From an optimization exercise on the open Yosys and OpenROAD flow, aimed at small area; shortcuts taken in it are not production practice. In this exercise RTL edits were held to simulation tests only and were not proved equivalent to the original. Power and IR drop assume default switching activity.

`flow/constraint.sdc`:
```
create_clock -name core_clock -period 20.0 [get_ports {clk}]
set_input_delay 4.0000 -clock core_clock [delete_from_list [all_inputs] [get_ports {clk}]]
set_output_delay 4.0000 -clock core_clock [all_outputs]
set_load 0.01 [all_outputs]
```
`flow/run.sh`:
```
#!/bin/bash
# synth_recipe.tcl (not shown) runs the flow's synth.tcl, then flattens the netlist and writes it again
# the make line also repeats each setting of config.mk as NAME=value (left out here)
make -C /OpenROAD-flow-scripts/flow DESIGN_CONFIG=/design/flow/config.mk WORK_HOME=/design/flow/orfs CLKGATE_MAP_FILE= SYNTH_SCRIPT=/design/flow/synth_recipe.tcl finish
```
`flow/design.v`:
```
module sync
	(
		output h_sync, v_sync, video_on, p_tick, tick,
		output [9:0] pixel_x, pixel_y,
		input clk, reset
	);
	reg       mod2_reg;
	reg [9:0] h_reg, v_reg;
	reg       h_sync_reg, v_sync_reg;
	wire h_end = h_reg[9] & h_reg[8] & (&h_reg[4:0]);
	wire v_end = v_reg[9] & v_reg[3] & v_reg[2];
	always @(posedge clk)
		if (reset) begin
			mod2_reg   <= 1'b0;
			h_reg      <= 10'd0;
			v_reg      <= 10'd0;
			h_sync_reg <= 1'b0;
			v_sync_reg <= 1'b0;
		end else begin
			mod2_reg <= ~mod2_reg;
			if (mod2_reg)
				h_reg <= h_end ? 10'd0 : h_reg + 10'd1;
			if (mod2_reg & h_end)
				v_reg <= v_end ? 10'd0 : v_reg + 10'd1;
			h_sync_reg <= (h_reg >= 10'd656) && (h_reg <= 10'd751);
			v_sync_reg <= (v_reg == 10'd513) || (v_reg == 10'd514);
		end
	assign h_sync   = h_sync_reg;
	assign v_sync   = v_sync_reg;
	assign video_on = (h_reg < 10'd640) && (v_reg < 10'd480);
	assign p_tick   = mod2_reg;
	assign tick     = (h_reg == 10'd0);
	assign pixel_x  = h_reg;
	assign pixel_y  = v_reg;
endmodule
module wall
	(
		input wire reset, clk, tick,
		input wire [9:0] pix_x, pix_y,
		input wire ledleft, ledright, fire,
		output wire border, ball, bull, bull_show,
		output wire [8:0] ux,
		output wire [7:0] uy
	);
	localparam [1:0] reset_s = 2'b00, idle = 2'b01, shoot = 2'b10;
	reg [8:0] bx_reg, ux_reg;
	reg [7:0] uy_reg;
	reg [1:0] st_reg;
	always @(posedge clk)
		if (reset)
			bx_reg <= 9'd157;
		else if (tick) begin
			if (~ledright && bx_reg < 9'd310)
				bx_reg <= bx_reg + 9'd1;
			else if (~ledleft && bx_reg != 9'd0)
				bx_reg <= bx_reg - 9'd1;
		end
	always @(posedge clk)
		if (reset) begin
			st_reg <= idle;
			ux_reg <= 9'd157;
			uy_reg <= 8'd232;
		end else begin
			case (st_reg)
				idle: begin
					ux_reg <= bx_reg;
					if (~fire) st_reg <= shoot;
				end
				shoot: begin
					if (tick) uy_reg <= uy_reg - 8'd1;
					if (uy_reg <= 8'd5) st_reg <= reset_s;
				end
				default: begin
					ux_reg <= bx_reg;
					uy_reg <= 8'd232;
					st_reg <= idle;
				end
			endcase
		end
	wire [10:0] px = {1'b0, pix_x};
	wire [10:0] py = {1'b0, pix_y};
	wire [10:0] ball_l = {1'b0, bx_reg, 1'b1};
	wire [10:0] bull_l = {1'b0, ux_reg, 1'b1} + 11'd3;
	wire [10:0] bull_b = {2'b0, uy_reg, 1'b0};
	assign border = (pix_x <= 10'd2) || (pix_x >= 10'd637) || (pix_y <= 10'd2) || (pix_y >= 10'd477);
	assign ball = (pix_y >= 10'd465) && (pix_y <= 10'd477) && (ball_l <= px) && (px <= ball_l + 11'd9);
	assign bull = (bull_b - 11'd5 <= py) && (py <= bull_b) && (bull_l <= px) && (px <= bull_l + 11'd3);
	assign bull_show = st_reg[1];
	assign ux = ux_reg;
	assign uy = uy_reg;
endmodule
module obs
	(
		input wire reset, clk, tick,
		input wire [9:0] pix_x, pix_y,
		input wire [8:0] ux,
		input wire [7:0] uy,
		output wire obs_any,
		output wire gamewin,
		output wire gameover
	);
	reg [14:0] t_reg;
	reg [7:0] ps;
	reg [7:0] dc;
	wire [14:0] t_next = t_reg + {14'd0, tick};
	wire [10:0] off0 = t_reg[12:2];
	wire [10:0] off1 = t_reg[13:3];
	wire [10:0] off2 = t_reg[14:4];
	wire [10:0] py = {1'b0, pix_y};
	wire [10:0] by = {2'b0, uy, 1'b0};
	function crossed_f(input [10:0] off);
		reg [10:0] y2n;
		begin
			y2n = off + 11'd40;
			crossed_f = (y2n >= 11'd475);
		end
	endfunction
	function draw_f(input [10:0] off, input [10:0] y);
		reg [10:0] y1n, y2n;
		begin
			y1n = off + 11'd20;
			y2n = off + 11'd40;
			draw_f = (y1n <= y) && (y <= y2n);
		end
	endfunction
	function col_f(input [10:0] off, input [10:0] y);
		reg [10:0] y1n, y2n;
		begin
			y1n = off + 11'd20;
			y2n = off + 11'd40;
			col_f = (y1n < y) && (y < y2n);
		end
	endfunction
	wire [2:0] dy = {draw_f(off2, py), draw_f(off1, py), draw_f(off0, py)};
	wire [2:0] cy = {col_f(off2, by), col_f(off1, by), col_f(off0, by)};
	wire [2:0] fx = {crossed_f(t_next[14:4]), crossed_f(t_next[13:3]), crossed_f(t_next[12:2])};
	wire [7:0] dx, cx;
	assign dx[0] = (pix_x >= 10'd20)  && (pix_x <= 10'd80);
	assign dx[1] = (pix_x >= 10'd100) && (pix_x <= 10'd160);
	assign dx[2] = (pix_x >= 10'd180) && (pix_x <= 10'd240);
	assign dx[3] = (pix_x >= 10'd260) && (pix_x <= 10'd320);
	assign dx[4] = (pix_x >= 10'd340) && (pix_x <= 10'd400);
	assign dx[5] = (pix_x >= 10'd420) && (pix_x <= 10'd460);
	assign dx[6] = (pix_x >= 10'd480) && (pix_x <= 10'd540);
	assign dx[7] = (pix_x >= 10'd560) && (pix_x <= 10'd620);
	assign cx[0] = (ux >= 9'd10)  && (ux <= 9'd39);
	assign cx[1] = (ux >= 9'd50)  && (ux <= 9'd79);
	assign cx[2] = (ux >= 9'd90)  && (ux <= 9'd119);
	assign cx[3] = (ux >= 9'd130) && (ux <= 9'd159);
	assign cx[4] = (ux >= 9'd170) && (ux <= 9'd199);
	assign cx[5] = (ux >= 9'd210) && (ux <= 9'd229);
	assign cx[6] = (ux >= 9'd240) && (ux <= 9'd269);
	assign cx[7] = (ux >= 9'd280) && (ux <= 9'd309);
	localparam [15:0] GRP = {2'd2, 2'd0, 2'd1, 2'd0, 2'd1, 2'd2, 2'd1, 2'd0};
	wire [7:0] col, drw, fxo;
	genvar i;
	generate
		for (i = 0; i < 8; i = i + 1) begin : g
			assign col[i] = cx[i] & cy[GRP[2*i +: 2]];
			assign drw[i] = dx[i] & dy[GRP[2*i +: 2]];
			assign fxo[i] = fx[GRP[2*i +: 2]];
		end
	endgenerate
	always @(posedge clk)
		if (reset) begin
			t_reg <= 15'd0;
			ps <= 8'hff;
			dc <= 8'h00;
		end else begin
			t_reg <= t_next;
			ps <= ps & ~col;
			dc <= (ps & fxo) | (~ps & dc);
		end
	assign obs_any = |(drw & ps);
	assign gamewin = ~|ps;
	assign gameover = |dc;
endmodule
module space
(
	input wire clk, reset,
	input wire led1, led2, led3,
	output wire hsync, vsync,
	output wire [2:0] rgb,
	output wire [7:0] leds
	);
	wire [9:0] pixel_x, pixel_y;
	wire pixel_tick, video_on, tick;
	wire border, ball, bull, bull_show;
	wire [8:0] ux;
	wire [7:0] uy;
	wire obs_any, gamewin, gameover;
	wire rst = ~reset;
	reg [2:0] rgb_reg;
	reg [2:0] rgb_next;
	sync vga
	(.clk(clk), .reset(rst), .h_sync(hsync), .v_sync(vsync), .video_on(video_on), .p_tick(pixel_tick), .tick(tick), .pixel_x(pixel_x), .pixel_y(pixel_y));
	wall wallins
	(.reset(rst), .clk(clk), .tick(tick), .pix_x(pixel_x), .pix_y(pixel_y), .ledleft(led2), .ledright(led1), .fire(led3),
	 .border(border), .ball(ball), .bull(bull), .bull_show(bull_show), .ux(ux), .uy(uy));
	obs obsins
	(.reset(rst), .clk(clk), .tick(tick), .pix_x(pixel_x), .pix_y(pixel_y), .ux(ux), .uy(uy),
	 .obs_any(obs_any), .gamewin(gamewin), .gameover(gameover));
	assign leds = {{4{led1}}, {4{led2}}};
	always @(*)
		if (~video_on)        rgb_next = 3'b000;
		else if (gamewin)     rgb_next = 3'b010;
		else if (gameover)    rgb_next = 3'b100;
		else if (border)      rgb_next = 3'b111;
		else if (ball)        rgb_next = 3'b110;
		else if (bull)        rgb_next = bull_show ? 3'b100 : 3'b000;
		else if (obs_any)     rgb_next = 3'b111;
		else                  rgb_next = 3'b000;
	always @(posedge clk)
		if (pixel_tick)
			rgb_reg <= rgb_next;
	assign rgb = rgb_reg;
endmodule
```
`flow/config.mk`:
```
export PLATFORM = sky130hd
export DESIGN_NAME = space
export DESIGN_NICKNAME = space
export VERILOG_FILES = /design/flow/design.v
export SDC_FILE = /design/flow/constraint.sdc
export NUM_CORES = 4
export LEC_CHECK = 0
export ABC_AREA = 1
export CAP_MARGIN = 20
export CORE_MARGIN = 2
export CORE_UTILIZATION = 65
export SLEW_MARGIN = 20
```
==> flow_metrics.py <==
metrics = {
    "placed_design": {
        "numPortBuffers": 17,
        "dpl_worst_slack_ns": 10.89,
        "gp_congestion": 0.981,
        "dp.cells": 1789,
        "dp_hpwl_um": 24700,
    },
    "power": {
        "p_leak_nw": 5.74,
        "ir_drop_mv": 0.0902,
        "power.density_mw_per_mm2": 69.4,
        "total_power_mw": 0.773,
    },
    "timing": {
        "fin_crit_sh_pct": 45.5,
        "hold_viol": 0,
        "layout_setup_ws_ns": 10.89,
        "tightest_slew_ns": 1.02,
        "finClkSkew_ns": 0.0110,
        "period_needed_ns": 9.11,
        "drv_slew": 0,
        "slew-limit-headroom_pct": 31.3,
        "rsz0062_at_grt": "no",
        "fin_setup_tns_ns": 0,
        "worst_hold_slack_ns": 0.481,
        "fmax_mhz": 110,
        "setup_violations": 0,
    },
    "critical_path": {
        "cp_max_fo": 5,
        "start_kind": "input pin",
        "crit_slowest_cell": "clkdlybuf4s50_1",
        "path_buf_inv": 2,
        "slowest_delay_ns": 0.57,
        "worstPathRequired_ns": 16.00,
        "reg2reg_depth": 18,
        "worst-endpoint-arrival_ns": 5.11,
        "path_cells": "clkdlybuf4s50_1 -> clkdlybuf4s50_1",
        "cp-end-kind": "primary output",
        "critical-path-top-delay-family": "buffers and inverters",
        "critPathMostFrequentCell": "clkdlybuf4s50_1",
        "crit-reg2reg-launch": "vga.h_reg[0]",
        "worst-r2r-setup-slack_ns": 15.97,
        "worstSetupPathType": "input pin to primary output",
    },
    "floorplanning": {
        "start_util_pct": 66.6,
        "num_io_pins": 18,
        "fp.coreArea_mm2": 0.0159,
        "dieArea_mm2": 0.0173,
        "die_w_um": 132,
        "row_count": 46,
        "die_h_um": 132,
    },
    "logic_synthesis": {
        "synth_edf_count": 3,
        "synth_cell_type_count": 60,
        "synth_ff_type": "dfxtp_1",
        "avgSynthCellArea_um2": 6.68,
        "synth_seq_cells": 85,
        "ys_warn_count": 4,
        "netlist_area_mm2": 0.0106,
        "yosysSeqAreaShare_pct": 16.4,
        "netlist_instances": 1584,
        "async_flop_share_pct": 0,
        "syn-num-nets": 1795,
    },
    "routing": {
        "via_count": 10600,
        "route.detailed.drc": 0,
        "wl_um": 30700,
        "wire_per_inst_um": 17.0,
        "viasPerCell": 5.89,
        "ant_nets": 0,
        "first_iter_violations": 1029,
        "firstDrtPassIters": 7,
    },
    "global_route": {
        "antenna_found_initial": 0,
        "grt_pass1_vias": 9954,
        "gr-total-overflow": 0,
        "grt_max_degree": 36,
        "grt_pass1_wl_um": 50100,
        "gr-usage-all-layers_pct": 35.8,
    },
    "min_path": {
        "worst_hold_path.num_cells": 2,
        "worstHoldStart": "obsins.ps[3]",
        "hp-class": "register to register",
        "whs_endpoint": "obsins.ps[3]",
    },
    "clocking": {
        "cts_resized": 0,
        "clock_path_buffers": 2,
        "cts-buffers-inserted": 9,
        "ctsHoldBuffers": 0,
        "post-cts-setup-buffers": 0,
        "cts_tree": "done",
        "cts.sinks": 85,
        "path_clk_slew_ns": 0.07,
        "htreeDepth": 3,
        "cts-root-buf": "clkbuf_16",
        "clock_latency_ns": 0.36,
    },
    "cells_and_area": {
        "layout_commonest_cell": "nand2_1",
        "drive_above_1_share_pct": 3.90,
        "finalNonFillerCells": 1805,
        "antenna_cells": 0,
        "nNetsFinal": 1795,
        "largest_reg_flops": 15,
        "area_growth_pct": 5.42,
        "final_cell_mix": "nand2_1, inv_1, ha_1",
    },
    "run": {
        "cap_viol_max_count": 0,
    },
    "status": {
        "status": "timing/DRC/antenna clean",
    },
}
-- cell usage after synthesis, types with 4 or more instances --
cell | n | area (um^2)
a21o_1 | 6 | 45.0
a21oi_1 | 102 | 510
a31oi_1 | 5 | 31.3
buf_2 | 5 | 25.0
buf_4 | 12 | 90.1
clkbuf_1 | 12 | 45.0
clkinv_1 | 7 | 26.3
dfxtp_1 | 82 | 1640
ha_1 | 205 | 2560
inv_1 | 219 | 822
inv_2 | 4 | 15.0
nand2_1 | 342 | 1280
nand2_2 | 7 | 43.8
nand2_4 | 4 | 45.0
nand3_1 | 115 | 576
nand3_2 | 4 | 40.0
nand3b_1 | 4 | 30.0
nand4_1 | 41 | 257
nor2_1 | 157 | 589
nor2_2 | 6 | 37.5
nor3_1 | 28 | 140
nor4_1 | 8 | 50.1
o211ai_1 | 15 | 113
o21ai_0 | 77 | 385
o21ai_1 | 4 | 20.0
o21bai_1 | 6 | 45.0
xnor2_1 | 11 | 96.3
xor2_1 | 42 | 368
-- worst register-to-register path, delay by kind of cell (launching register included) --
kind	cells	cell delay [ns]
AND/OR/NAND/NOR	9	1.42
adder cells (fa/ha/maj)	3	0.92
XOR/XNOR	2	0.65
buffers and inverters	3	0.47
flip-flops	1	0.41
AO/OA/AOI/OAI	1	0.08
-- power by group --
group	switching, mW	internal (mW)	total [mW]
registers	0.0510	0.190	0.241
logic	0.222	0.146	0.368
clock network	0.0789	0.0857	0.165
-- per-layer routing --
layer | vias to the layer above | share of wire [%] | GRT usage [%]
li1 | 5247 | - | -
met1 | 4925 | 45 | 48.5
met2 | 394 | 45 | 57.6
met3 | 74 | 7.7 | 5.71
met4 | 0 | 2.8 | 12.6
met5 | - | 0 | 0
-- cells by family after synthesis --
group	count (synthesis)	synth area share [%]
AND/OR/NAND/NOR	729	30.8
AO/OA/AOI/OAI	244	13.2
XOR/XNOR	58	5.37
buffers and inverters	262	9.82
adder cells (fa/ha/maj)	206	24.4
flip-flops	85	16.4
-- layout make-up --
class / count / area [um^2]
well taps: 216 / 270
repair buffers: 20 / 193
clock buffers: 9 / 225
fillers: 1512 / 4740
flip-flops and latches: 85 / 1730
clock inverters: 7 / 55.1
inverters: 231 / 868
multi-input cells: 1237 / 7800
-- how the worst max path moves through the flow --
stage,endpoint,cells after the start,slack [ns],startpoint
2_1_floorplan,leds[0],1,11.88,led2
3_3_place_gp,leds[4],2,10.92,led1
3_5_place_dp,leds[6],2,10.89,led1
4_1_cts,leds[6],2,10.89,led1
5_1_grt,leds[6],2,10.85,led1
6_report,leds[6],2,10.89,led1
-- metrics by stage --
stage	utilization (%)	instance area [um^2]
2_1_floorplan	-	10600
6_report	70.2	11100
4_1_cts	70.2	11100
3_3_place_gp	68.4	10900
3_5_place_dp	68.4	10900
5_1_grt	70.2	11100

[separate check: timing with driven ports]
How much do the figures lean on ideal ports? The routed layout below was timed once more, with nothing changed but the port constraints.
Step 1 sets driving cells, clkbuf_16 on the clock port and buf_2 on the other inputs (assumed; they add their load-dependent delay and slew).
Step 2, shift: input delay + t, output delay - t, t = (earliest + latest rising clock arrival at the registers) / 2. This alone moves slack from input paths to output paths.
a / b / c = no drivers / after step 1 / after step 2; a / b = the first two.
t, ns: 0.397
setup WS [ns]: 10.891 / 10.856 / 10.856
worst register clock-pin slew, ns: 0.07 / 0.07
After both steps this run still meets setup and hold. For this run, drivers alone change the setup slack by -0.035 ns; drivers and shift together by -0.035 ns.
